This is an optimization exercise on Yosys and OpenROAD, whose aim is small area, a short achievable clock period and few clock cycles, not a production implementation. No functional check of the RTL was part of any run shown here. No activity file was given, so power comes from the tool's default toggle rates.

[flow/design.v]
module cordic (
    input  wire        clk,
    input  wire        rst_n,
    input  wire        start,
    input  wire [15:0] x_in,
    input  wire [15:0] y_in,
    input  wire [15:0] z_in,
    output reg         done,
    output wire [15:0] x_out,
    output wire [15:0] y_out,
    output wire [15:0] z_out
);
    reg [15:0] x, y, z;
    reg [3:0] step;      
    reg        busy;
    function [15:0] add16;
        input [15:0] a, b;
        input ci;
        reg [15:0] p, g, pp, gg;
        begin
            p = a ^ b;
            g = a & b;
            gg = g; pp = p;
            gg[0] = g[0] | (p[0] & ci);
            gg[15] = gg[15] | (pp[15] & gg[14]); pp[15] = pp[15] & pp[14];
            gg[13] = gg[13] | (pp[13] & gg[12]); pp[13] = pp[13] & pp[12];
            gg[11] = gg[11] | (pp[11] & gg[10]); pp[11] = pp[11] & pp[10];
            gg[9] = gg[9] | (pp[9] & gg[8]); pp[9] = pp[9] & pp[8];
            gg[7] = gg[7] | (pp[7] & gg[6]); pp[7] = pp[7] & pp[6];
            gg[5] = gg[5] | (pp[5] & gg[4]); pp[5] = pp[5] & pp[4];
            gg[3] = gg[3] | (pp[3] & gg[2]); pp[3] = pp[3] & pp[2];
            gg[1] = gg[1] | (pp[1] & gg[0]); pp[1] = pp[1] & pp[0];
            gg[15] = gg[15] | (pp[15] & gg[13]); pp[15] = pp[15] & pp[13];
            gg[11] = gg[11] | (pp[11] & gg[9]); pp[11] = pp[11] & pp[9];
            gg[7] = gg[7] | (pp[7] & gg[5]); pp[7] = pp[7] & pp[5];
            gg[3] = gg[3] | (pp[3] & gg[1]); pp[3] = pp[3] & pp[1];
            gg[15] = gg[15] | (pp[15] & gg[11]); pp[15] = pp[15] & pp[11];
            gg[7] = gg[7] | (pp[7] & gg[3]); pp[7] = pp[7] & pp[3];
            gg[15] = gg[15] | (pp[15] & gg[7]); pp[15] = pp[15] & pp[7];
            gg[11] = gg[11] | (pp[11] & gg[7]); pp[11] = pp[11] & pp[7];
            gg[13] = gg[13] | (pp[13] & gg[11]); pp[13] = pp[13] & pp[11];
            gg[9] = gg[9] | (pp[9] & gg[7]); pp[9] = pp[9] & pp[7];
            gg[5] = gg[5] | (pp[5] & gg[3]); pp[5] = pp[5] & pp[3];
            gg[14] = gg[14] | (pp[14] & gg[13]); pp[14] = pp[14] & pp[13];
            gg[12] = gg[12] | (pp[12] & gg[11]); pp[12] = pp[12] & pp[11];
            gg[10] = gg[10] | (pp[10] & gg[9]); pp[10] = pp[10] & pp[9];
            gg[8] = gg[8] | (pp[8] & gg[7]); pp[8] = pp[8] & pp[7];
            gg[6] = gg[6] | (pp[6] & gg[5]); pp[6] = pp[6] & pp[5];
            gg[4] = gg[4] | (pp[4] & gg[3]); pp[4] = pp[4] & pp[3];
            gg[2] = gg[2] | (pp[2] & gg[1]); pp[2] = pp[2] & pp[1];
            add16 = p ^ {gg[14:0], ci};
        end
    endfunction
    function [15:0] zadd0;
        input [3:0] s;
        input neg;
        begin
            case ({neg, s})
                {1'b0, 4'd0}: zadd0 = 16'he000;   
                {1'b1, 4'd0}: zadd0 = 16'h2000;   
                {1'b0, 4'd1}: zadd0 = 16'hed1c;   
                {1'b1, 4'd1}: zadd0 = 16'h12e4;   
                {1'b0, 4'd2}: zadd0 = 16'hf605;   
                {1'b1, 4'd2}: zadd0 = 16'h09fb;   
                {1'b0, 4'd3}: zadd0 = 16'hfaef;   
                {1'b1, 4'd3}: zadd0 = 16'h0511;   
                {1'b0, 4'd4}: zadd0 = 16'hfd75;   
                {1'b1, 4'd4}: zadd0 = 16'h028b;   
                {1'b0, 4'd5}: zadd0 = 16'hfeba;   
                {1'b1, 4'd5}: zadd0 = 16'h0146;   
                {1'b0, 4'd6}: zadd0 = 16'hff5d;   
                {1'b1, 4'd6}: zadd0 = 16'h00a3;   
                {1'b0, 4'd7}: zadd0 = 16'hffaf;   
                {1'b1, 4'd7}: zadd0 = 16'h0051;   
                {1'b0, 4'd8}: zadd0 = 16'hffd7;   
                {1'b1, 4'd8}: zadd0 = 16'h0029;   
                {1'b0, 4'd9}: zadd0 = 16'hffec;   
                {1'b1, 4'd9}: zadd0 = 16'h0014;   
                {1'b0, 4'd10}: zadd0 = 16'hfff6;   
                {1'b1, 4'd10}: zadd0 = 16'h000a;   
                {1'b0, 4'd11}: zadd0 = 16'hfffb;   
                {1'b1, 4'd11}: zadd0 = 16'h0005;   
                default: zadd0 = 16'h0000;
            endcase
        end
    endfunction
    function [15:0] sh0;
        input [15:0] v;
        input [3:0] s;
        begin
            case (s)
                4'd0: sh0 = $signed(v) >>> 0;
                4'd1: sh0 = $signed(v) >>> 1;
                4'd2: sh0 = $signed(v) >>> 2;
                4'd3: sh0 = $signed(v) >>> 3;
                4'd4: sh0 = $signed(v) >>> 4;
                4'd5: sh0 = $signed(v) >>> 5;
                4'd6: sh0 = $signed(v) >>> 6;
                4'd7: sh0 = $signed(v) >>> 7;
                4'd8: sh0 = $signed(v) >>> 8;
                4'd9: sh0 = $signed(v) >>> 9;
                4'd10: sh0 = $signed(v) >>> 10;
                default: sh0 = $signed(v) >>> 11;
            endcase
        end
    endfunction
    wire [15:0] x0 = x, y0 = y, z0 = z;
    wire        n0 = z0[15];
    wire [15:0] xs0 = sh0(x0, step);
    wire [15:0] ys0 = sh0(y0, step);
    wire [15:0] x1 = add16(x0, n0 ? ys0 : ~ys0, ~n0);
    wire [15:0] y1 = add16(y0, n0 ? ~xs0 : xs0, n0);
    wire [15:0] z1 = add16(z0, zadd0(step, n0), 1'b0);
    always @(posedge clk) begin
        if (start) begin
            x <= x_in;
            y <= y_in;
            z <= z_in;
        end else begin
            x <= x1;
            y <= y1;
            z <= z1;
        end
    end
    always @(posedge clk or negedge rst_n) begin
        if (!rst_n) begin
            step <= 4'd0;
            busy <= 1'b0;
            done <= 1'b0;
        end else begin
            done <= busy && step == 4'd11;
            if (start) begin
                step <= 4'd0;
                busy <= 1'b1;
            end else begin
                step <= (step == 4'd11) ? 4'd0 : step + 4'd1;
                if (step == 4'd11) busy <= 1'b0;
            end
        end
    end
    assign x_out = x;
    assign y_out = y;
    assign z_out = z;
endmodule
[flow/run.sh]
#!/bin/bash
# synth_recipe.tcl (not shown) runs the flow's synth.tcl, then flattens the netlist and writes it again
# the make line also repeats each setting of config.mk as NAME=value (left out here)
make -C /OpenROAD-flow-scripts/flow DESIGN_CONFIG=/design/flow/config.mk WORK_HOME=/design/flow/orfs CLKGATE_MAP_FILE= SYNTH_SCRIPT=/design/flow/synth_recipe.tcl finish
[flow/config.mk]
export PLATFORM = sky130hd
export DESIGN_NAME = cordic
export DESIGN_NICKNAME = cordic
export VERILOG_FILES = /design/flow/design.v
export SDC_FILE = /design/flow/constraint.sdc
export NUM_CORES = 4
export LEC_CHECK = 0
export CAP_MARGIN = 20
export CORE_MARGIN = 2
export CORE_UTILIZATION = 40
export SETUP_SLACK_MARGIN = 5
export SLEW_MARGIN = 20
[flow/constraint.sdc]
create_clock -name core_clock -period 10.0 [get_ports {clk}]
set_input_delay 2.0000 -clock core_clock [delete_from_list [all_inputs] [get_ports {clk}]]
set_output_delay 2.0000 -clock core_clock [all_outputs]
set_load 0.01 [all_outputs]
==> key figures, run 1 <==
Cells and area
  • Most frequent cells in the layout: clkdlybuf4s50_1, nand2_1, o21ai_0, a21oi_1, dfxtp_1
  • Fin nets: 922
  • Area growth syn-to-layout: 20.6%
  • Fill cells: ~1400
  • Most common cell after layout, fill and taps aside: clkdlybuf4s50_1
  • Final core utilization: approximately half
  • # diodes: 0
  • Proportion of layout cells with a drive suffix above 1: between 6 and 7%

Worst setup path
  • Startpoint types: register
  • Setup Crit Path Kind: register to register
  • Delay-heaviest family, CP: compound AO/OA/AOI/OAI gates
  • Worst Path Arrival: around 4.9 ns
  • Crit-path cells: inv_1 > ha_1 > clkbuf_8 > a222oi_1 > o21ai_1 > a221o_1 > mux2i_1 > xnor2_1 > ha_1 > nor2b_1 > o2111ai_1 > nand2_1 > a31oi_1 > o21ai_0 > fa_1 > mux2_2
  • CP most frequent cell: ha_1
  • Buffers & Inverters on Critical Path: 2
  • Worst-path maximum fanout: 51
  • CP max stage delay: approximately 0.51 ns
  • Slowest cell on crit path: dfrtp_2
  • Worst path required time: ~10 ns
  • Worst Setup End Kind: register

STA
  • Slew HR: a little over two fifths
  • F_max: 213 MHz
  • Final TNS setup: 0 ns
  • Min Tclk post-route: between 4 and 5 ns
  • Final hold vios: 0
  • Worst Clk Skew: between 0.006 and 0.007 ns
  • Max Slew Vio Count: 0
  • Worst-Margin Slew: 0.856 ns
  • RSZ-0062 raised after global routing: true
  • Final Cycle Share: 47.0%
  • Final setup fails: 0

Clocking
  • Clock Latency Late Sink: approximately 0.31 ns
  • Clock Tree Buf Depth: 2
  • Clock Sinks: 54
  • H-tree levels: 2
  • CTS tree: yes
  • TritonCTS Buffers: 5
  • Worst-path clk slew: ~0.080 ns
  • Clock root buffer master: clkbuf_16

Drt
  • Post-route ant nets: 0
  • Drt total wl: between 15000 and 20000 um
  • Wire per inst: about 20 um
  • First drt pass iteration count: 5
  • Initial DRC count: 547
  • Post-route DRC: 0
  • Via density: between 6 and 7
  • Vias: roughly 6000

Synth
  • Ys flop type: dfxtp_1
  • Post-Syn Area: ~0.0059 mm^2
  • Async S/R FF share, synth: between 10% and 20%
  • Share of the synthesized area in the top cell type: approximately 16%
  • Cell count after synthesis: ~750
  • Synth warnings: 1
  • Number of library cell types mapped by synthesis: between 60 and 70
  • Syn_nets: roughly 870
  • Top cells by area, synth: dfxtp_1, ha_1, fa_1
  • Sequential fraction of the synthesis area: about a fifth
  • Number of enable flip-flop cells after synthesis: 0
  • Mapped Avg Cell Area: 7.92 um^2
  • Yosys top cell by area: dfxtp_1
  • Number of synthesized register bits: between 50 and 60

Place
  • HPWL Detailed: between 10000 and 15000 um
  • RD Place Congestion: around 0.93
  • Port Buf Inserts: 99

Floorplan
  • CORE AREA: between 0.01 and 0.015 mm^2
  • Starting Density: between 40 and 50%
  • Die W: ~130 um
  • I/O Pins: 100
  • Die ar.: between 0.015 and 0.02 mm^2
  • Num rows: 44
  • Height of the die: 126 um

Global route
  • GRT Overall Usage: approximately a quarter
  • Vias in the first global route: slightly below 6000
  • Initial antenna violation count: 0
  • First-pass GRT wire length: 31700 um
  • GRT Residual Overflow: 0
  • Largest net degree at the start of global routing: 78

Hold path
  • Hold WC Path Type: register to register

Power
  • P_leak: between 0.002 and 0.003 uW
  • Max VDD drop: 0.000152 V
  • PwrDens: ~370 mW/mm^2

Outcome
  • Run status: finished clean

Flow run
  • Max cap viols: 0
through the flow:
stage,worst slack [ns],area [um^2],instances,hold slack [ns],power [uW]
after CTS,5.04,7100,985,0.485,2640
after detailed placement,4.75,6920,977,0.461,2430
final,5.30,7150,987,0.484,2630
after floorplan,5.77,5930,748,0.439,1810
after global placement,4.87,6920,977,0.456,2380
after global routing,4.99,7150,987,0.527,2900
worst paths after layout:
kind / from / cells after the start / slack (ns) / end
hold reg to reg: busy / 2 / 0.48 / busy
max in group asynchronous: rst_n / 1 / 7.79 / step[3]
setup / recovery: step[0] / 16 / 5.30 / y[10]
min in group asynchronous: rst_n / 1 / 1.95 / done
hold / removal: busy / 2 / 0.48 / busy
setup reg to reg: step[0] / 16 / 5.30 / y[10]
flip-flops by register name, summed over array words and instances, names as in the netlist:
name	count
x	16
y	16
z	16
step	4
busy	1
done	1
per-layer routing:
metal	GRT usage, %	up-vias	wire length, um
met5	0	-	0
met4	10.2	0	820
met3	5.18	43	1390
met2	41.0	251	9110
met1	31.7	2870	8480
li1	-	2803	-
timing repair:
| action | 4_1_cts | 5_1_grt |
|---|---|---|
| pin swaps | 0 | 2 |
| setup endpoints to repair | 11 | 12 |
| hold endpoints to repair | 0 | 0 |
| hold buffers | 0 | 0 |
| resized for setup | 6 | 10 |
| cloned | 0 | 1 |
| setup buffers | 0 | 1 |
synth_stat cells, drive strengths merged, types with 3 or more instances:
| master | count |
|---|---|
| a21o | 11 |
| o2bb2ai | 4 |
| buf | 41 |
| and3 | 4 |
| nand2b | 9 |
| xnor2 | 44 |
| o22ai | 22 |
| nand3 | 9 |
| dfrtp | 6 |
| mux2i | 15 |
| nor2b | 11 |
| xor2 | 11 |
| clkbuf | 22 |
| o21ai | 63 |
| or2 | 3 |
| ha | 45 |
| a211oi | 7 |
| nor2 | 34 |
| nand2 | 92 |
| inv | 36 |
| a32oi | 3 |
| a211o | 4 |
| a31oi | 13 |
| a221o | 3 |
| mux2 | 17 |
| fa | 24 |
| a221oi | 5 |
| a311oi | 3 |
| dfxtp | 48 |
| a22o | 6 |
| a22oi | 28 |
| a222oi | 6 |
| o211ai | 7 |
| a21oi | 50 |
| nand4 | 3 |
| nor3 | 7 |
| o21a | 4 |
worst register-to-register path: cells and delay by family, from the launching register on:
kind,cells,cell delay (ns)
mux,2,0.44
buf+inv,2,0.48
simple gates,2,0.28
compound gates,6,1.71
fa+ha+maj,3,0.98
flops,1,0.51
xor+xnor,1,0.20
kinds of logic after synthesis:
kind of cell	synth area share (%)
compound gates	28.7
simple gates	13.7
buf+inv	7.37
fa+ha+maj	17.6
xor+xnor	8.13
flops	18.7
mux	5.76
where the power goes:
group / total [uW] / internal [uW] / leakage, uW / switching (uW)
clock network: 183 / 93.2 / 0.0000698 / 89.9
registers: 558 / 329 / 0.000476 / 229
logic: 1890 / 929 / 0.00227 / 957
total: 2630 / 1350 / 0.00281 / 1280
cell type report:
type | count | area [um^2] | share of cell area, %
repair inverters | 1 | 5.00 | 0.0700
repair buffers | 109 | 1070 | 15.0
multi-input cells | 593 | 4440 | 62.0
inverters | 38 | 146 | 2.05
well taps | 184 | 230 | 3.22
clock inverters | 3 | 21.3 | 0.298
flip-flops and latches | 54 | 1110 | 15.6
clock buffers | 5 | 125 | 1.75
==> run 2: changes to the inputs <==
==> flow/flow/run.sh (new file) <==
#!/bin/bash
# Standard layout, with the port buffers made from the smallest buffer cell.
set -euo pipefail
export BUFFER_PORTS_ARGS="-buffer_cell sky130_fd_sc_hd__buf_1"
bash standard.sh finish > standard.log 2>&1
==> flow/standard.sh (new file) <==
#!/bin/bash
# synth_recipe.tcl (not shown) runs the flow's synth.tcl, then flattens the netlist and writes it again
# the make line also repeats each setting of config.mk as NAME=value (left out here)
make -C /OpenROAD-flow-scripts/flow DESIGN_CONFIG=/design/flow/config.mk WORK_HOME=/design/flow/orfs CLKGATE_MAP_FILE= SYNTH_SCRIPT=/design/flow/synth_recipe.tcl "${@:-finish}"
removed: flow/run.sh
==> run 2 against run 1 <==
  * Final cell count rose by 0.20%
  * Worst hold slack improved by 0.0084 ns
  * Critical path depth fell by 2
  * Critical path type unchanged
  * Critical endpoint is now y[15]
  * Largest cell class unchanged
==> key figures, run 2 <==
Outcome
  • Run status: finished clean (unchanged)

Worst setup path
  • CP most frequent cell: fa_1 (was ha_1)
  • Worst path required time: 10.18 ns (was 10.21 ns)
  • Slowest cell on crit path: dfrtp_2 (unchanged)
  • Worst-path maximum fanout: 45 (was 51)
  • Register-to-Register Setup Slack: 5.29 ns (was 5.30 ns)
  • Crit-path cells: buf_4 > or2_1 > o2bb2ai_1 > o41ai_4 > mux2i_1 > fa_1 > nor2b_1 > o2111ai_1 > a211oi_1 > nor3_2 > o21a_1 > fa_1 > xnor2_1 > o21ai_0 (was inv_1 > ha_1 > clkbuf_8 > a222oi_1 > o21ai_1 > a221o_1 > mux2i_1 > xnor2_1 > ha_1 > nor2b_1 > o2111ai_1 > nand2_1 > a31oi_1 > o21ai_0 > fa_1 > mux2_2)
  • Worst Setup SP: step[3] (was step[0])
  • Crit. path cell count: 14 (was 16)
  • R2R depth: 14 (was 16)
  • Setup Crit Path Kind: register to register (unchanged)
  • Worst Setup End Kind: register (unchanged)
  • Worst Path Arrival: 4.89 ns (was 4.91 ns)
  • End of the worst register-to-register path: y[15] (was y[10])
  • Delay-heaviest family, CP: compound AO/OA/AOI/OAI gates (unchanged)
  • R2R Path Start: step[3] (was step[0])
  • CP max stage delay: 0.74 ns (was 0.51 ns)
  • Startpoint types: register (unchanged)
  • Buffers & Inverters on Critical Path: 1 (was 2)

Cells and area
  • Area growth syn-to-layout: 10.6% (was 20.6%)
  • Most common cell after layout, fill and taps aside: buf_1 (was clkdlybuf4s50_1)
  • Fill cells: 1513 (was 1421)
  • Area occupied by multi-input gates: 0.00441 mm^2 (was 0.00444 mm^2)
  • Top Registers: x x16, y x16, z x16 (unchanged)
  • # diodes: 0 (unchanged)
  • Most frequent cells in the layout: buf_1, nand2_1, o21ai_0, a21oi_1, dfxtp_1 (was clkdlybuf4s50_1, nand2_1, o21ai_0, a21oi_1, dfxtp_1)
  • Fin nets: 924 (was 922)
  • Non-Filler Instances: 989 (was 987)
  • FF/Latch Area: 0.00111 mm^2 (unchanged)
  • Proportion of layout cells with a drive suffix above 1: 6.46% (was 6.85%)

Power
  • Int Pwr: 1240 uW (was 1350 uW)
  • PwrDens: 378 mW/mm^2 (was 367 mW/mm^2)
  • Max VDD drop: 0.000128 V (was 0.000152 V)
  • Switch share: 50.1% (was 48.6%)
  • Flop pwr share: 22.6% (was 21.2%)
  • P_leak: 0.00257 uW (was 0.00281 uW)
  • Clk pwr share: 8.4% (was 7.0%)
  • Switch Pwr: 1240 uW (was 1280 uW)
  • Logic pwr share: 69.0% (was 71.8%)

Place
  • RD Place Congestion: 0.894 (was 0.935)
  • Port Buf Inserts: 99 (unchanged)
  • HPWL Detailed: 13000 um (was 14300 um)
  • Cell count after placement: 977 (unchanged)

Drt
  • Met2 WL: 8250 um (was 9110 um)
  • M1 WL: 7940 um (was 8480 um)
  • Top Metal Used: met4 (unchanged)
  • Met3 WL: 1500 um (was 1390 um)
  • Vias: 5840 (was 5967)
  • Post-route DRC: 0 (unchanged)
  • Wire per inst: 18.5 um (was 20.1 um)
  • Via density: 5.90 (was 6.05)
  • Initial DRC count: 584 (was 547)
  • Post-route ant nets: 0 (unchanged)
  • First drt pass iteration count: 6 (was 5)
  • Drt total wl: 18300 um (was 19800 um)

Synth
  • Number of enable flip-flop cells after synthesis: 0 (unchanged)
  • Number of synthesized register bits: 54 (unchanged)
  • Cell count after synthesis: 748 (unchanged)
  • Most instantiated cells after synthesis: nand2_1, o21ai_0, a21oi_1 (unchanged)
  • Ys flop type: dfxtp_1 (unchanged)
  • Syn_nets: 868 (unchanged)
  • Top cells by area, synth: dfxtp_1, ha_1, fa_1 (unchanged)
  • Sequential fraction of the synthesis area: 18.7% (unchanged)
  • Post-Syn Area: 0.00593 mm^2 (unchanged)
  • Number of library cell types mapped by synthesis: 62 (unchanged)
  • Mapped Avg Cell Area: 7.92 um^2 (unchanged)
  • Count leader, synth: nand2_1 (unchanged)
  • Yosys top cell by area: dfxtp_1 (unchanged)
  • Async S/R FF share, synth: 11.1% (unchanged)
  • Synth warnings: 1 (unchanged)
  • Share of the synthesized area in the top cell type: 16.2% (unchanged)

Clocking
  • TritonCTS Buffers: 5 (unchanged)
  • Clock Tree Buf Depth: 2 (unchanged)
  • Clock Sinks: 54 (unchanged)
  • CTS tree: yes (unchanged)
  • H-tree levels: 2 (unchanged)
  • Clock root buffer master: clkbuf_16 (unchanged)
  • Clock Latency Late Sink: 0.31 ns (about the same)
  • Worst-path clk slew: 0.07 ns (was 0.08 ns)

Flow run
  • Max cap viols: 0 (unchanged)

STA
  • Final TNS setup: 0 ns (unchanged)
  • Max Slew Vio Count: 0 (unchanged)
  • Slew HR: 45.8% (was 42.9%)
  • Worst Clk Skew: 0.00624 ns (was 0.00697 ns)
  • Worst-Margin Slew: 0.812 ns (was 0.856 ns)
  • RSZ-0062 raised after global routing: false (was true)
  • Final Cycle Share: 47.1% (was 47.0%)
  • F_max: 212 MHz (was 213 MHz)
  • Min Tclk post-route: 4.71 ns (was 4.70 ns)
  • Final hold vios: 0 (unchanged)
  • Final setup fails: 0 (unchanged)

Global route
  • GRT Residual Overflow: 0 (unchanged)
  • Largest net degree at the start of global routing: 78 (unchanged)
  • Vias in the first global route: 5573 (was 5935)
  • First-pass GRT wire length: 29500 um (was 31700 um)
  • Initial antenna violation count: 0 (unchanged)
  • GRT Overall Usage: 23.0% (was 24.9%)

Floorplan
  • Height of the die: 126 um (unchanged)
  • Die ar.: 0.0158 mm^2 (unchanged)
  • Die W: 126 um (unchanged)
  • I/O Pins: 100 (unchanged)
  • CORE AREA: 0.0145 mm^2 (unchanged)
  • Num rows: 44 (unchanged)
  • Starting Density: 40.9% (unchanged)

Hold path
  • Hold path cells: 2 (unchanged)
  • Hold WC Path Type: register to register (unchanged)
  • Hold_sp: busy (unchanged)
  • Worst Hold Path EP: busy (unchanged)
run 2: cell counts after synthesis:
Identical to the previous run, type by type.
run 2: how the worst max path moves through the flow:
stage / to / slack [ns]
finish: y[15] / 5.29
global route: y[15] / 5.03
CTS: x[15] / 5.08
detailed placement: y[14] / 4.94
global placement: y[15] / 4.97
floorplan: y[10] / 5.77
run 2: repair_timing:
action                                  4_1_cts  5_1_grt
endpoints found under the setup margin        3       13
hold endpoints to repair                      0        0
buffers inserted                              0        4
resized for setup                             3        5
hold buffers                                  0        0
pin swaps                                     0        2
run 2: through the flow:
stage	area (um^2)	worst slack (ns)	utilization [%]	hold slack, ns	power [uW]
6_report	6560	5.29	45.3	0.492	2480
3_5_place_dp	6310	4.94	43.6	0.471	2260
3_3_place_gp	6310	4.97	43.6	0.458	2260
4_1_cts	6490	5.08	44.8	0.489	2490
2_1_floorplan	5930	5.77	-	0.439	1810
5_1_grt	6560	5.03	45.3	0.525	2780
run 2: cell families (layout without fill, tap and decap cells):
kind of cell	count (synthesis)	count (layout)	share of synthesized area (%)
AOI/OAI and AO/OA	257	257	28.7
and+or+nand+nor	180	180	13.7
buffers and inverters	101	158	7.37
adders and majority gates	69	69	17.6
xor gates and xnor gates	55	55	8.13
DFF	54	54	18.7
muxes	32	32	5.76
run 2: metal layers:
metal / track usage, % / up-vias
met2: 36.1 / 285
li1: - / 2820
met5: 0 / -
met3: 3.65 / 46
met1: 31.5 / 2689
met4: 9.54 / 0
run 2: final cells by class:
| class | instances | share of cell area, % |
|---|---|---|
| multi-input combinational | 593 | 67.3 |
| tap | 184 | 3.51 |
| sequential | 54 | 17.0 |
| timing repair buffer | 112 | 7.43 |
| clock inverter | 3 | 0.687 |
| clock buffer | 5 | 1.91 |
| inverter | 38 | 2.18 |
run 2: power groups by stage:
stage                     sequential (uW)  combinational, uW  clock [uW]
final                                 561               1710         207
after detailed placement              557               1700           0
after global placement                562               1690           0
after floorplan                       490               1320           0
after global routing                  575               1980         222
after CTS                             553               1720         215
run 2: worst min-delay path: stages (launching register included):
cell and delay [ns]:
dfrtp_1 0.35, nand2_1 0.05, nand2_1 0.05
==> run 3: changes to the inputs <==
==> flow/flow/run.sh (replaced) <==
#!/bin/bash
# Standard layout, with the port buffers made from the smallest buffer cell
# and timing repair aimed at a setup slack of 7 ns.
set -euo pipefail
export BUFFER_PORTS_ARGS="-buffer_cell sky130_fd_sc_hd__buf_1"
bash standard.sh SETUP_SLACK_MARGIN=7 finish > standard.log 2>&1
--- a/flow/config.mk
+++ b/flow/config.mk
@@ -10,3 +10,2 @@
 export CORE_UTILIZATION = 40
-export SETUP_SLACK_MARGIN = 5
 export SLEW_MARGIN = 20
==> run 3 against run 2 <==
  * Power is 31% higher
  * Clock-buffer cell count unchanged
  * Largest cell class unchanged
  * Clock skew about the same
  * Critical path type unchanged
  * Sequential share of layout area decreased by 2.8 points
  * Via count rose by 13%
  * Design area increased by 25%
==> key figures, run 3 <==
Synth
  • Synth warnings: 1 (unchanged)
  • Share of the synthesized area in the top cell type: 16.2% (unchanged)
  • Syn_nets: 868 (unchanged)
  • Yosys top cell by area: dfxtp_1 (unchanged)
  • Top cells by area, synth: dfxtp_1, ha_1, fa_1 (unchanged)
  • Number of synthesized register bits: 54 (unchanged)
  • Sequential fraction of the synthesis area: 18.7% (unchanged)
  • Async S/R FF share, synth: 11.1% (unchanged)
  • Mapped Avg Cell Area: 7.92 um^2 (unchanged)
  • Most instantiated cells after synthesis: nand2_1, o21ai_0, a21oi_1 (unchanged)
  • Cell count after synthesis: 748 (unchanged)
  • Ys flop type: dfxtp_1 (unchanged)
  • Number of enable flip-flop cells after synthesis: 0 (unchanged)
  • Number of library cell types mapped by synthesis: 62 (unchanged)
  • Count leader, synth: nand2_1 (unchanged)
  • Post-Syn Area: 0.00593 mm^2 (unchanged)

Floorplan
  • Height of the die: 126 um (unchanged)
  • CORE AREA: 0.0145 mm^2 (unchanged)
  • Starting Density: 40.9% (unchanged)
  • Die W: 126 um (unchanged)
  • Die ar.: 0.0158 mm^2 (unchanged)
  • Num rows: 44 (unchanged)
  • I/O Pins: 100 (unchanged)

STA
  • Worst Clk Skew: 0.00619 ns (was 0.00624 ns)
  • F_max: 239 MHz (was 212 MHz)
  • Min Tclk post-route: 4.19 ns (was 4.71 ns)
  • RSZ-0062 raised after global routing: true (was false)
  • Final hold vios: 0 (unchanged)
  • Max Slew Vio Count: 0 (unchanged)
  • Slew HR: 49.8% (was 45.8%)
  • Worst-Margin Slew: 0.748 ns (was 0.812 ns)
  • Final TNS setup: 0 ns (unchanged)
  • Final setup fails: 0 (unchanged)
  • Final Cycle Share: 41.9% (was 47.1%)

Worst setup path
  • Setup Crit Path Kind: register to register (unchanged)
  • Worst Setup End Kind: register (unchanged)
  • Buffers & Inverters on Critical Path: 5 (was 1)
  • Slowest cell on crit path: dfrtp_2 (unchanged)
  • Crit-path cells: clkinvlp_4 > ha_4 > buf_6 > nor4_4 > buf_4 > o22ai_4 > buf_12 > buf_4 > a21oi_1 > xnor2_1 > ha_2 > o2111ai_4 > a211oi_2 > nor3_2 > o21a_1 > fa_2 > xnor2_2 > o21ai_1 (was buf_4 > or2_1 > o2bb2ai_1 > o41ai_4 > mux2i_1 > fa_1 > nor2b_1 > o2111ai_1 > a211oi_1 > nor3_2 > o21a_1 > fa_1 > xnor2_1 > o21ai_0)
  • Startpoint types: register (unchanged)
  • CP most frequent cell: buf_4 (was fa_1)
  • CP max stage delay: 0.45 ns (was 0.74 ns)
  • Worst path required time: 10.23 ns (was 10.18 ns)
  • Worst Path Arrival: 4.41 ns (was 4.89 ns)
  • Worst-path maximum fanout: 6 (was 45)
  • Delay-heaviest family, CP: compound AO/OA/AOI/OAI gates (unchanged)

Global route
  • GRT Overall Usage: 28.8% (was 23.0%)
  • Initial antenna violation count: 0 (unchanged)
  • Largest net degree at the start of global routing: 84 (was 78)
  • GRT Residual Overflow: 0 (unchanged)
  • Vias in the first global route: 6365 (was 5573)
  • First-pass GRT wire length: 36300 um (was 29500 um)

Cells and area
  • Fin nets: 1016 (was 924)
  • Most frequent cells in the layout: buf_1, nand2_1, buf_4, a21oi_1, ha_1 (was buf_1, nand2_1, o21ai_0, a21oi_1, dfxtp_1)
  • Fill cells: 1317 (was 1513)
  • Proportion of layout cells with a drive suffix above 1: 29.9% (was 6.46%)
  • Most common cell after layout, fill and taps aside: buf_1 (unchanged)
  • # diodes: 0 (unchanged)
  • Area growth syn-to-layout: 38.7% (was 10.6%)
  • Top Registers: x x16, y x16, z x16 (unchanged)
  • Finished Cell Area: 0.00822 mm^2 (was 0.00656 mm^2)

Flow run
  • Max cap viols: 0 (unchanged)

Clocking
  • TritonCTS Buffers: 5 (unchanged)
  • Worst-path clk slew: 0.08 ns (was 0.07 ns)
  • CTS tree: yes (unchanged)
  • Post-CTS Hold Buffers: 0 (unchanged)
  • Clock Tree Buf Depth: 2 (unchanged)
  • Clock Latency Late Sink: 0.31 ns (about the same)
  • H-tree levels: 2 (unchanged)
  • Clock Sinks: 54 (unchanged)
  • Clock root buffer master: clkbuf_16 (unchanged)

Drt
  • Wire per inst: 22.1 um (was 18.5 um)
  • Initial DRC count: 853 (was 584)
  • Post-route ant nets: 0 (unchanged)
  • First drt pass iteration count: 9 (was 6)
  • Vias: 6617 (was 5840)
  • Via density: 6.12 (was 5.90)
  • Drt total wl: 23800 um (was 18300 um)
  • Post-route DRC: 0 (unchanged)

Power
  • Max VDD drop: 0.000259 V (was 0.000128 V)
  • P_leak: 0.00325 uW (was 0.00257 uW)
  • PwrDens: 395 mW/mm^2 (was 378 mW/mm^2)

Place
  • Port Buf Inserts: 99 (unchanged)
  • HPWL Detailed: 13700 um (was 13000 um)
  • RD Place Congestion: 0.924 (was 0.894)
  • Cell Area, Placed: 0.00654 mm^2 (was 0.00631 mm^2)

Outcome
  • Run status: finished clean (unchanged)

Hold path
  • Hold WC Path Type: register to register (unchanged)
run 3: cell count changes in the layout (fill, tap and decap cells not counted), sizes merged:
cell,delta
buf,+82
clkinv,+3
clkinvlp,+1
inv,-3
bufbuf,+5
clkbuf,+4
run 3: kinds of logic after synthesis:
kind of cell             count (synthesis)  synth area share [%]
AO/OA/AOI/OAI                          257                  28.7
AND/OR/NAND/NOR                        180                  13.7
buffers and inverters                  101                  7.37
adder cells (fa/ha/maj)                 69                  17.6
XOR/XNOR                                55                  8.13
flip-flops                              54                  18.7
multiplexers                            32                  5.76
run 3: routing by layer:
layer	up-vias	wire [um]	global-route usage [%]
met4	0	955	9.87
met2	431	10500	43.5
met3	92	2630	7.18
li1	3002	-	-
met5	-	0	0
met1	3092	9770	40.2
run 3: cell type report:
class | count | area [um^2] | area share [%]
Clock buffer | 5 | 125 | 1.52
Clock inverter | 3 | 40.0 | 0.487
Inverter | 38 | 155 | 1.89
Multi-Input combinational cell | 593 | 4970 | 60.5
Sequential cell | 54 | 1160 | 14.2
Tap cell | 184 | 230 | 2.80
Timing Repair Buffer | 203 | 1520 | 18.5
Timing Repair inverter | 1 | 7.51 | 0.0913
run 3: worst paths after layout:
check                        start  endpoint  slack [ns]  depth (start not counted)
setup / recovery           step[0]     y[15]        5.81                         18
hold / removal                busy      busy        0.48                          2
setup reg to reg           step[0]     y[15]        5.81                         18
hold reg to reg               busy      busy        0.48                          2
max in group asynchronous    rst_n   step[3]        8.19                          1
min in group asynchronous    rst_n   step[1]        1.55                          1
run 3: tightest hold or removal path: cells and delay by family (launching register included):
family,cells,cell delay [ns]
and+or+nand+nor,2,0.10
DFF,1,0.35
run 3: through the flow:
step / hold slack [ns] / util, % / power (uW) / instances / setup WS (ns)
5_1_grt: 0.515 / 56.8 / 3530 / 1081 / 5.68
4_1_cts: 0.481 / 53.7 / 3000 / 1051 / 6.00
3_5_place_dp: 0.460 / 45.2 / 2440 / 974 / 5.38
2_1_floorplan: 0.439 / - / 1950 / 748 / 6.09
6_report: 0.485 / 56.8 / 3250 / 1081 / 5.81
3_3_place_gp: 0.455 / 45.2 / 2390 / 974 / 5.47
run 3: what timing repair did:
action                                  4_1_cts  5_1_grt
setup buffers                                61       28
hold endpoints to repair                      0        0
cloned                                        8        2
pin swaps                                    34       17
gates resized for setup                      99       43
endpoints found under the setup margin       73       54
run 3: power breakdown:
group | total [uW] | internal, uW | switching [uW]
combinational | 2450 | 1210 | 1230
clock | 206 | 118 | 88.7
sequential | 593 | 349 | 244
total | 3250 | 1680 | 1570
==> run 4: changes to the inputs <==
==> flow/flow/run.sh (replaced) <==
#!/bin/bash
# Standard layout, with the port buffers made from the smallest buffer cell
# and timing repair aimed at a setup slack of 6 ns.
set -euo pipefail
export BUFFER_PORTS_ARGS="-buffer_cell sky130_fd_sc_hd__buf_1"
bash standard.sh SETUP_SLACK_MARGIN=6 finish > standard.log 2>&1
==> run 4 against run 3 <==
  * Clock-buffer cell count stayed put
  * Power decreased by 10%
  * Largest cell class unchanged
  * Design area shrank 9.0%
==> key figures, run 4 <==
Outcome
  • Run status: finished clean (unchanged)

STA
  • Final Cycle Share: 41.6% (was 41.9%)
  • Final TNS setup: 0 ns (unchanged)
  • Max Slew Vio Count: 0 (unchanged)
  • Worst Clk Skew: 0.00686 ns (was 0.00619 ns)
  • Min Tclk post-route: 4.16 ns (was 4.19 ns)
  • Slew HR: 49.9% (was 49.8%)
  • RSZ-0062 raised after global routing: true (unchanged)
  • F_max: 240 MHz (was 239 MHz)
  • Final hold vios: 0 (unchanged)
  • Final setup fails: 0 (unchanged)
  • Worst-Margin Slew: 0.751 ns (was 0.748 ns)

Cells and area
  • Most common cell after layout, fill and taps aside: buf_1 (unchanged)
  • Fill cells: 1388 (was 1317)
  • Fin nets: 980 (was 1016)
  • Proportion of layout cells with a drive suffix above 1: 18.4% (was 29.9%)
  • # diodes: 0 (unchanged)
  • Most frequent cells in the layout: buf_1, nand2_1, o21ai_0, buf_4, dfxtp_1 (was buf_1, nand2_1, buf_4, a21oi_1, ha_1)
  • Top Registers: x x16, y x16, z x16 (unchanged)
  • Area growth syn-to-layout: 26.2% (was 38.7%)

Place
  • RD Place Congestion: 0.924 (about the same)
  • Port Buf Inserts: 99 (unchanged)
  • HPWL Detailed: 12600 um (was 13700 um)

Synth
  • Number of synthesized register bits: 54 (unchanged)
  • Post-Syn Area: 0.00593 mm^2 (unchanged)
  • Syn_nets: 868 (unchanged)
  • Top cells by area, synth: dfxtp_1, ha_1, fa_1 (unchanged)
  • Number of enable flip-flop cells after synthesis: 0 (unchanged)
  • Cell count after synthesis: 748 (unchanged)
  • Async S/R FF share, synth: 11.1% (unchanged)
  • Ys flop type: dfxtp_1 (unchanged)
  • Mapped Avg Cell Area: 7.92 um^2 (unchanged)
  • Count leader, synth: nand2_1 (unchanged)
  • Synth warnings: 1 (unchanged)
  • Sequential fraction of the synthesis area: 18.7% (unchanged)
  • Yosys top cell by area: dfxtp_1 (unchanged)
  • Most instantiated cells after synthesis: nand2_1, o21ai_0, a21oi_1 (unchanged)
  • Share of the synthesized area in the top cell type: 16.2% (unchanged)
  • Number of library cell types mapped by synthesis: 62 (unchanged)

Drt
  • First drt pass iteration count: 7 (was 9)
  • Vias: 6293 (was 6617)
  • Post-route ant nets: 0 (unchanged)
  • Post-route DRC: 0 (unchanged)
  • Initial DRC count: 677 (was 853)
  • Drt total wl: 20400 um (was 23800 um)
  • Wire per inst: 19.5 um (was 22.1 um)
  • Via density: 6.02 (was 6.12)

Clocking
  • Post-CTS Hold Buffers: 0 (unchanged)
  • TritonCTS Buffers: 5 (unchanged)
  • Clock Latency Late Sink: 0.31 ns (about the same)
  • H-tree levels: 2 (unchanged)
  • Clock Sinks: 54 (unchanged)
  • Clock Tree Buf Depth: 2 (unchanged)
  • Clock root buffer master: clkbuf_16 (unchanged)
  • CTS tree: yes (unchanged)
  • Worst-path clk slew: 0.08 ns (about the same)

Floorplan
  • Die W: 126 um (unchanged)
  • I/O Pins: 100 (unchanged)
  • Num rows: 44 (unchanged)
  • CORE AREA: 0.0145 mm^2 (unchanged)
  • Height of the die: 126 um (unchanged)
  • Starting Density: 40.9% (unchanged)
  • Die ar.: 0.0158 mm^2 (unchanged)

Power
  • Logic pwr share: 73.2% (was 75.4%)
  • Switch Pwr: 1430 uW (was 1570 uW)
  • P_leak: 0.00295 uW (was 0.00325 uW)
  • Max VDD drop: 0.000224 V (was 0.000259 V)
  • Switch share: 49.1% (was 48.2%)
  • Int Pwr: 1490 uW (was 1680 uW)
  • PwrDens: 391 mW/mm^2 (was 395 mW/mm^2)
  • Total power: 2920 uW (was 3250 uW)
  • Clk pwr share: 7.2% (was 6.4%)
  • Flop pwr share: 19.7% (was 18.3%)

Hold path
  • Hold WC Path Type: register to register (unchanged)
  • Hold_sp: busy (unchanged)

Worst setup path
  • Worst Setup End Kind: register (unchanged)
  • Worst path required time: 10.17 ns (was 10.23 ns)
  • R2R Path Start: step[0] (unchanged)
  • Crit-path cells: buf_6 > ha_4 > buf_12 > a222oi_1 > buf_4 > o21ai_1 > a221o_1 > mux2i_4 > xnor2_2 > ha_1 > nor2b_4 > o2111ai_4 > a211oi_2 > nor3_4 > o21a_1 > fa_2 > xnor2_1 > o21ai_0 (was clkinvlp_4 > ha_4 > buf_6 > nor4_4 > buf_4 > o22ai_4 > buf_12 > buf_4 > a21oi_1 > xnor2_1 > ha_2 > o2111ai_4 > a211oi_2 > nor3_2 > o21a_1 > fa_2 > xnor2_2 > o21ai_1)
  • Delay-heaviest family, CP: compound AO/OA/AOI/OAI gates (unchanged)
  • Slowest cell on crit path: dfrtp_2 (unchanged)
  • Buffers & Inverters on Critical Path: 3 (was 5)
  • Worst Setup SP: step[0] (unchanged)
  • CP max stage delay: 0.44 ns (was 0.45 ns)
  • Worst-path maximum fanout: 10 (was 6)
  • Worst Path Arrival: 4.33 ns (was 4.41 ns)
  • Startpoint types: register (unchanged)
  • Setup Crit Path Kind: register to register (unchanged)

Global route
  • GR Layer Usage met2: 37.1% (was 43.5%)
  • GRT Overall Usage: 25.0% (was 28.8%)
  • First-pass GRT wire length: 31700 um (was 36300 um)
  • GRT Residual Overflow: 0 (unchanged)
  • GR Util met3: 5.18% (was 7.18%)
  • Initial antenna violation count: 0 (unchanged)
  • Layer carrying the most global-route usage: met2 (unchanged)
  • Vias in the first global route: 5866 (was 6365)
  • GR Util met1: 34.9% (was 40.2%)
  • Largest net degree at the start of global routing: 84 (unchanged)

Flow run
  • Max cap viols: 0 (unchanged)
[run 4: cell counts after synthesis]
Identical to the previous run, type by type.
[run 4: final timing paths]
path | to | slack (ns) | cells after the start
worst min-delay path | busy | 0.48 | 2
min in group asynchronous | done | 1.58 | 1
worst max register to register | y[15] | 5.84 | 18
worst min register to register | busy | 0.48 | 2
worst max-delay path | y[15] | 5.84 | 18
max in group asynchronous | step[3] | 8.12 | 1
[run 4: repair_timing]
action                                 in CTS  in global routing
cloned                                      4                  1
endpoints found under the hold margin       0                  0
gates resized for setup                    58                 35
setup buffers                              39                 19
pin swaps                                  28                 30
setup endpoints to repair                  38                 24
[run 4: per-stage QoR]
stage	setup slack (ns)	area [um^2]	hold WS (ns)	cells	util, %
4_1_cts	5.97	7150	0.476	1025	49.4
5_1_grt	5.70	7480	0.495	1045	51.7
3_3_place_gp	4.93	6310	0.456	974	43.6
6_report	5.84	7480	0.475	1045	51.7
3_5_place_dp	4.79	6310	0.456	974	43.6
2_1_floorplan	6.00	5970	0.439	748	-
[run 4: logic make-up (layout without fill, tap and decap cells)]
group           Yosys count  in the layout  share of synthesized area (%)
buf+inv                 101            214                           7.37
simple gates            180            180                           13.7
flops                    54             54                           18.7
fa+ha+maj                69             69                           17.6
mux                      32             32                           5.76
xor+xnor                 55             55                           8.13
compound gates          257            257                           28.7
[run 4: worst min-delay path, cell delays in order (launching register included)]
cell and delay [ns]:
dfrtp_1 0.34, nand2_1 0.05, nand2_1 0.05
[run 4: power by group through the flow]
stage	combinational [uW]	sequential (uW)	clock [uW]
after floorplan	1330	490	0
after global placement	1720	565	0
after detailed placement	1720	560	0
after CTS	1960	557	217
after global routing	2390	589	223
final	2140	574	210
[run 4: final cells by class]
type / count / area (um^2) / area share [%]
tap: 184 / 230 / 3.08
sequential: 54 / 1120 / 14.9
timing repair buffer: 167 / 1090 / 14.6
timing repair inverter: 1 / 5.00 / 0.0669
multi-input combinational: 593 / 4710 / 63.0
clock buffer: 5 / 125 / 1.67
inverter: 38 / 154 / 2.06
clock inverter: 3 / 43.8 / 0.585
[run 4: per-layer routing]
metal | share of wire, % | up-vias
met3 | 9.7 | 77
met1 | 44 | 2863
met2 | 42 | 412
met5 | 0 | -
li1 | - | 2941
met4 | 4.4 | 0

static timing again, ports no longer ideal:
Ports are ideal in the flow. The routed layouts listed here were re-timed in OpenROAD. Step 1 sets driving cells, clkbuf_16 on the clock port and buf_2 on the other inputs (assumed; they add their load-dependent delay and slew). Step 2 times the ports against the registers' clock, not the clock port: input delays grow and output delays shrink by t, the midpoint of the rising clock arrivals with the driver on. a / b / c = no drivers / after step 1 / after step 2; a / b = the first two.
run	t, ns	setup slack, ns	latest minus earliest clock arrival (ns)
run 1	0.347	5.297 / 5.297 / 5.297	0.007 / 0.007
run 2	0.351	5.286 / 5.286 / 5.286	0.006 / 0.007
run 3	0.350	5.814 / 5.814 / 5.814	0.007 / 0.007
run 4	0.356	5.836 / 5.836 / 5.836	0.008 / 0.008
After both steps every run listed still meets setup and hold.
